Context: an optimization exercise on an open-source flow, tuned for small area, a short achievable clock period and few clock cycles per item. The choices shown serve that exercise and are no tape-out recipe. At most, simulation tests tie the RTL to the original design; equivalence was not proved.

== trial 14 ==
## booth_multiplier
module booth_multiplier(
	input			clk,
	input			rst_n,
	input [32:0]	data1,
	input [32:0]	data2,
	input			valid_i,
	output			ready_o,
	input			ready_i,
	output			valid_o,
	output [63:0] 	res
);
Size: roughly 2900 cells after synthesis, about 140 I/O pins, roughly 0.029 sq mm of cells after synthesis.
clock: 32.0 ns
lec_check: 0
abc_area: 1
cap_margin: 20
cell_pad_in_sites_detail_placement: 2
cell_pad_in_sites_global_placement: 2
core_margin: 2
core_utilization: 30
cts_cluster_diameter: 100
cts_cluster_size: 24
place_density: 0.5
slew_margin: 20
synth_hierarchical: 1
synth_minimum_keep_size: 0
standard.sh (not shown) runs the stock make flow with config.mk's settings and CLKGATE_MAP_FILE= SYNTH_SCRIPT=/design/flow/synth_recipe.tcl, a recipe that flattens the netlist after the stock synthesis.
==> flow/flow/run.sh <==
#!/bin/bash
# The standard layout (standard.sh) with extra ORFS make variables:
#  - port buffers use a plain buffer cell (buf_2) instead of the default choice
#  - flow/extra.txt, if present, holds one more VAR=VALUE per line
set -euo pipefail
ARGS=("BUFFER_PORTS_ARGS=-buffer_cell sky130_fd_sc_hd__buf_2")
if [[ -f flow/extra.txt ]]; then
  while read -r line; do [[ -n "$line" ]] && ARGS+=("$line"); done < flow/extra.txt
fi
bash standard.sh "${ARGS[@]}" finish > make.log 2>&1
Every stage of the flow completed for trial 14, and the final layout passed the timing, DRC and antenna checks.
diff inputs: trial 14 => trial 95
--- a/flow/design.v
+++ b/flow/design.v
@@ -2,81 +2,91 @@
 	input			clk,
 	input			rst_n,
 	input [32:0]	data1,
 	input [32:0]	data2,
 	input			valid_i,
 	output			ready_o,
 	input			ready_i,
 	output			valid_o,
 	output [63:0] 	res
 );
 	reg			va, vs, vr;
 	reg			nrdy, vo;
-	reg [32:0]	na1, a2, s1, s2;
+	reg [32:0]	na1, s1, s2;
+	reg [16:0]	na_one, na_two;
+	reg [15:0]	a_neg;
 	reg [63:0]	r;
 	wire [63:0]	prod;
 	wire		r_free = ~vr | ready_i;
 	wire		a_load = r_free | ~va;
 	wire		acc = valid_i & ~vs;
 	assign ready_o = ~nrdy;
 	assign valid_o = vo;
 	assign res = r;
+	wire [32:0]	b_in = vs ? s2 : data2;
+	wire [34:0]	b_ext = {1'b0, b_in, 1'b0};
+	wire [16:0]	e_one, e_two;
+	wire [15:0]	e_neg;
+	genvar j;
+	generate
+		for (j = 0; j < 17; j = j + 1) begin : enc
+			assign e_one[j] = b_ext[2*j+1] ^ b_ext[2*j];
+			assign e_two[j] = (b_ext[2*j+2] & ~b_ext[2*j+1] & ~b_ext[2*j]) |
+			                  (~b_ext[2*j+2] & b_ext[2*j+1] & b_ext[2*j]);
+			if (j < 16) begin : n
+				assign e_neg[j] = b_ext[2*j+2];
+			end
+		end
+	endgenerate
 	always @(posedge clk or negedge rst_n) begin
 		if (!rst_n) begin
 			va <= 1'b0;
 			vs <= 1'b0;
 			vr <= 1'b0;
 			nrdy <= 1'b0;
 			vo <= 1'b0;
 		end else begin
-			if (r_free)
+			if (r_free) begin
 				vr <= va;
-			vo <= va | (vr & ~ready_i);
+				vo <= va;
+			end
 			if (a_load)
 				va <= vs | acc;
 			if (vs)
 				vs <= ~r_free;
 			else
 				vs <= acc & ~a_load;
-			nrdy <= vr & ~ready_i & (vs | (valid_i & va));
+			if (nrdy)
+				nrdy <= ~r_free;
+			else
+				nrdy <= acc & ~a_load;
 		end
 	end
 	always @(posedge clk) begin
 		if (a_load) begin
 			na1 <= ~(vs ? s1 : data1);
-			a2 <= vs ? s2 : data2;
+			na_one <= ~e_one;
+			na_two <= ~e_two;
+			a_neg <= e_neg;
 		end
 		if (~vs) begin
 			s1 <= data1;
 			s2 <= data2;
 		end
 		if (r_free)
 			r <= prod;
 	end
-	mul33 u_mul (.na(na1), .b(a2), .p(prod));
+	mul33 u_mul (.na(na1), .none(na_one), .ntwo(na_two), .neg(a_neg), .p(prod));
 endmodule
-module mul33 (input [32:0] na, input [32:0] b, output [63:0] p);
-wire [34:0] b_ext = {1'b0, b, 1'b0};
-wire [16:0] none, ntwo;
-wire [15:0] neg;
-genvar j;
-generate
-for (j = 0; j < 17; j = j + 1) begin : enc
-assign none[j] = ~(b_ext[2*j+1] ^ b_ext[2*j]);
-assign ntwo[j] = ~((b_ext[2*j+2] & ~b_ext[2*j+1] & ~b_ext[2*j]) | (~b_ext[2*j+2] & b_ext[2*j+1] & b_ext[2*j]));
-if (j < 16) begin : n
-assign neg[j] = b_ext[2*j+2];
-end
-end
-endgenerate
+module mul33 (input [32:0] na, input [16:0] none, input [16:0] ntwo, input [15:0] neg, output [63:0] p);
 wire pp0_0;
 wire pp0_1;
 wire pp0_2;
 wire pp0_3;
 wire pp0_4;
 wire pp0_5;
 wire pp0_6;
 wire pp0_7;
 wire pp0_8;
 wire pp0_9;
 wire pp0_10;
 wire pp0_11;
## What came out
| flip-flop and latch count | lower: trial 14 |
Compared with trial 14, in trial 95 non-clock buffering overhead in the final layout now smaller, ratio of routed vias to standard cells increased by about 0.6% relative to the old numbers.
On clock tree skew after final layout, trial 14 and trial 95 are basically level.
Compared with trial 14, trial 95 degrades overall via count from detail_route.
Trial 95 vs. trial 14: fraction of area in multi-input gates dropped 1.3 points, average wire length per cell after detail routing climbed 0.43 um, area growth from synthesis to final layout dropped 0.72 points, number of cells in the design after placement climbed 180.
On highest achievable clock rate, trial 95 does better than trial 14.
No functional check of the RTL was part of any run of this note.

========
v5:
booth_multiplier, a different RTL version from the one above (not shown whole).
Size: about 220 flip-flops, roughly 0.030 mm^2 of cells after synthesis.
==> module booth_multiplier, before the edit <==
module booth_multiplier(
	input			clk,
	input			rst_n,
	input [32:0]	data1,
	input [32:0]	data2,
	input			valid_i,
	output			ready_o,
	input			ready_i,
	output			valid_o,
	output [63:0] 	res
);
	reg			va, vs, vr;
	reg			nrdy, vo;
	reg [32:0]	a1, s1, s2;
	reg [16:0]	a_one, a_two;
	reg [15:0]	a_neg;
	reg [63:0]	r;
	wire [63:0]	prod;
	wire		r_free = ~vr | ready_i;
	wire		a_load = r_free | ~va;
	wire		acc = valid_i & ~vs;
	assign ready_o = ~nrdy;
	assign valid_o = vo;
	assign res = r;
	wire [32:0]	b_in = vs ? s2 : data2;
	wire [34:0]	b_ext = {1'b0, b_in, 1'b0};
	wire [16:0]	e_one, e_two;
	wire [15:0]	e_neg;
	genvar j;
	generate
		for (j = 0; j < 17; j = j + 1) begin : enc
			assign e_one[j] = b_ext[2*j+1] ^ b_ext[2*j];
			assign e_two[j] = (b_ext[2*j+2] & ~b_ext[2*j+1] & ~b_ext[2*j]) |
			                  (~b_ext[2*j+2] & b_ext[2*j+1] & b_ext[2*j]);
			if (j < 16) begin : n
				assign e_neg[j] = b_ext[2*j+2];
			end
		end
	endgenerate
	always @(posedge clk or negedge rst_n) begin
		if (!rst_n) begin
			va <= 1'b0;
			vs <= 1'b0;
			vr <= 1'b0;
			nrdy <= 1'b0;
			vo <= 1'b0;
		end else begin
			if (r_free) begin
				vr <= va;
				vo <= va;
			end
			if (a_load)
				va <= vs | acc;
			if (vs)
				vs <= ~r_free;
			else
				vs <= acc & ~a_load;
			if (nrdy)
				nrdy <= ~r_free;
			else
				nrdy <= acc & ~a_load;
		end
	end
	always @(posedge clk) begin
		if (a_load) begin
			a1 <= vs ? s1 : data1;
			a_one <= e_one;
			a_two <= e_two;
			a_neg <= e_neg;
		end
		if (~vs) begin
			s1 <= data1;
			s2 <= data2;
		end
		if (r_free)
			r <= prod;
	end
	mul33 u_mul (.a(a1), .one(a_one), .two(a_two), .neg(a_neg), .p(prod));
endmodule
==> flow/config.mk <==
export PLATFORM = sky130hd
export DESIGN_NAME = booth_multiplier
export DESIGN_NICKNAME = booth_multiplier
export VERILOG_FILES = /design/flow/design.v
export SDC_FILE = /design/flow/constraint.sdc
export NUM_CORES = 4
export LEC_CHECK = 0
export ABC_AREA = 1
export CAP_MARGIN = 20
export CELL_PAD_IN_SITES_DETAIL_PLACEMENT = 2
export CELL_PAD_IN_SITES_GLOBAL_PLACEMENT = 2
export CORE_MARGIN = 2
export CORE_UTILIZATION = 30
export PLACE_DENSITY = 0.5
export SLEW_MARGIN = 20
export SYNTH_HIERARCHICAL = 1
export SYNTH_MINIMUM_KEEP_SIZE = 0
==> flow/constraint.sdc <==
create_clock -name core_clock -period 32.0 [get_ports {clk}]
set_input_delay 6.4000 -clock core_clock [delete_from_list [all_inputs] [get_ports {clk}]]
set_output_delay 6.4000 -clock core_clock [all_outputs]
set_load 0.01 [all_outputs]
Scripts as last shown in full above: flow/flow/run.sh
Testbench counts of v5, summed over its fixed seeds: cycles 2,064, items 2,048.
Inputs modified between v5 and v11:
diff --git a/flow/design.v b/flow/design.v
--- a/flow/design.v
+++ b/flow/design.v
@@ -9,18 +9,18 @@
 	output			valid_o,
 	output [63:0] 	res
 );
 	reg			va, vs, vr;
-	reg			nrdy, vo;
+	reg			rdy, vo;	 
 	reg [32:0]	a1, s1, s2;
 	reg [16:0]	a_one, a_two;
 	reg [15:0]	a_neg;
 	reg [63:0]	r;
 	wire [63:0]	prod;
 	wire		r_free = ~vr | ready_i;
 	wire		a_load = r_free | ~va;
-	wire		acc = valid_i & ~vs;
-	assign ready_o = ~nrdy;
+	wire		acc = valid_i & rdy;
+	assign ready_o = rdy;
 	assign valid_o = vo;
 	assign res = r;
 	wire [32:0]	b_in = vs ? s2 : data2;
 	wire [34:0]	b_ext = {1'b0, b_in, 1'b0};
@@ -41,25 +41,24 @@
 		if (!rst_n) begin
 			va <= 1'b0;
 			vs <= 1'b0;
 			vr <= 1'b0;
-			nrdy <= 1'b0;
+			rdy <= 1'b1;
 			vo <= 1'b0;
 		end else begin
 			if (r_free) begin
 				vr <= va;
 				vo <= va;
 			end
 			if (a_load)
 				va <= vs | acc;
-			if (vs)
+			if (vs) begin
 				vs <= ~r_free;
-			else
+				rdy <= r_free;
+			end else begin
 				vs <= acc & ~a_load;
-			if (nrdy)
-				nrdy <= ~r_free;
-			else
-				nrdy <= acc & ~a_load;
+				rdy <= ~(acc & ~a_load);
+			end
 		end
 	end
 	always @(posedge clk) begin
 		if (a_load) begin
--- outcome ---
Comparing v11 and v5, the lower detailed-route wire length is on v11. Compared v11 against v5; post-layout utilization of the core within noise. Of v11 and v5, it is v11 that has the lower register-to-register path setup slack. Diff v5 -> v11: cell area shows no meaningful change; worst hold slack picked up an extra 0.0033 ns; average cell area after synthesis neither gained nor lost much; final setup slack of the worst path fell by 0.041 ns. Non-clock buffer count sits higher in v11 than in v5.
Function not checked in v11: the RTL went through the layout flow alone.

## static timing again, ports no longer ideal
Ports are ideal in the flow. The routed layouts listed here were re-timed in OpenROAD.
Step 1: set_driving_cell puts a clkbuf_16 on clk and a buf_2 on each other input, an assumption about the parent block.
Step 2, shift: input delay + t, output delay - t, t = (earliest + latest rising clock arrival at the registers) / 2. This alone moves slack from input paths to output paths.
Three values: no drivers, after step 1, after step 2; two values: the first two.
| run | t (ns) | setup WS [ns] | hold WS [ns] | worst register clock-pin slew, ns | worst data-port slew with drivers (ns) |
|---|---|---|---|---|---|
| trial 14 | 0.647 | 23.284 / 23.284 / 23.284 | 0.454 / 0.454 / 0.454 | 0.10 / 0.10 | 0.06 |
| trial 95 | 0.641 | 24.430 / 24.361 / 24.058 | 0.491 / 0.491 / 0.491 | 0.10 / 0.10 | 0.04 |
| v5 | 0.710 | 24.365 / 24.291 / 23.908 | 0.452 / 0.452 / 0.452 | 0.07 / 0.07 | 0.05 |
| v11 | 0.678 | 24.323 / 24.256 / 23.963 | 0.456 / 0.456 / 0.456 | 0.06 / 0.06 | 0.05 |
After both steps setup and hold are still met in every run listed. For v5, which loses most, drivers alone change the setup slack by -0.074 ns; drivers and shift together by -0.457 ns.
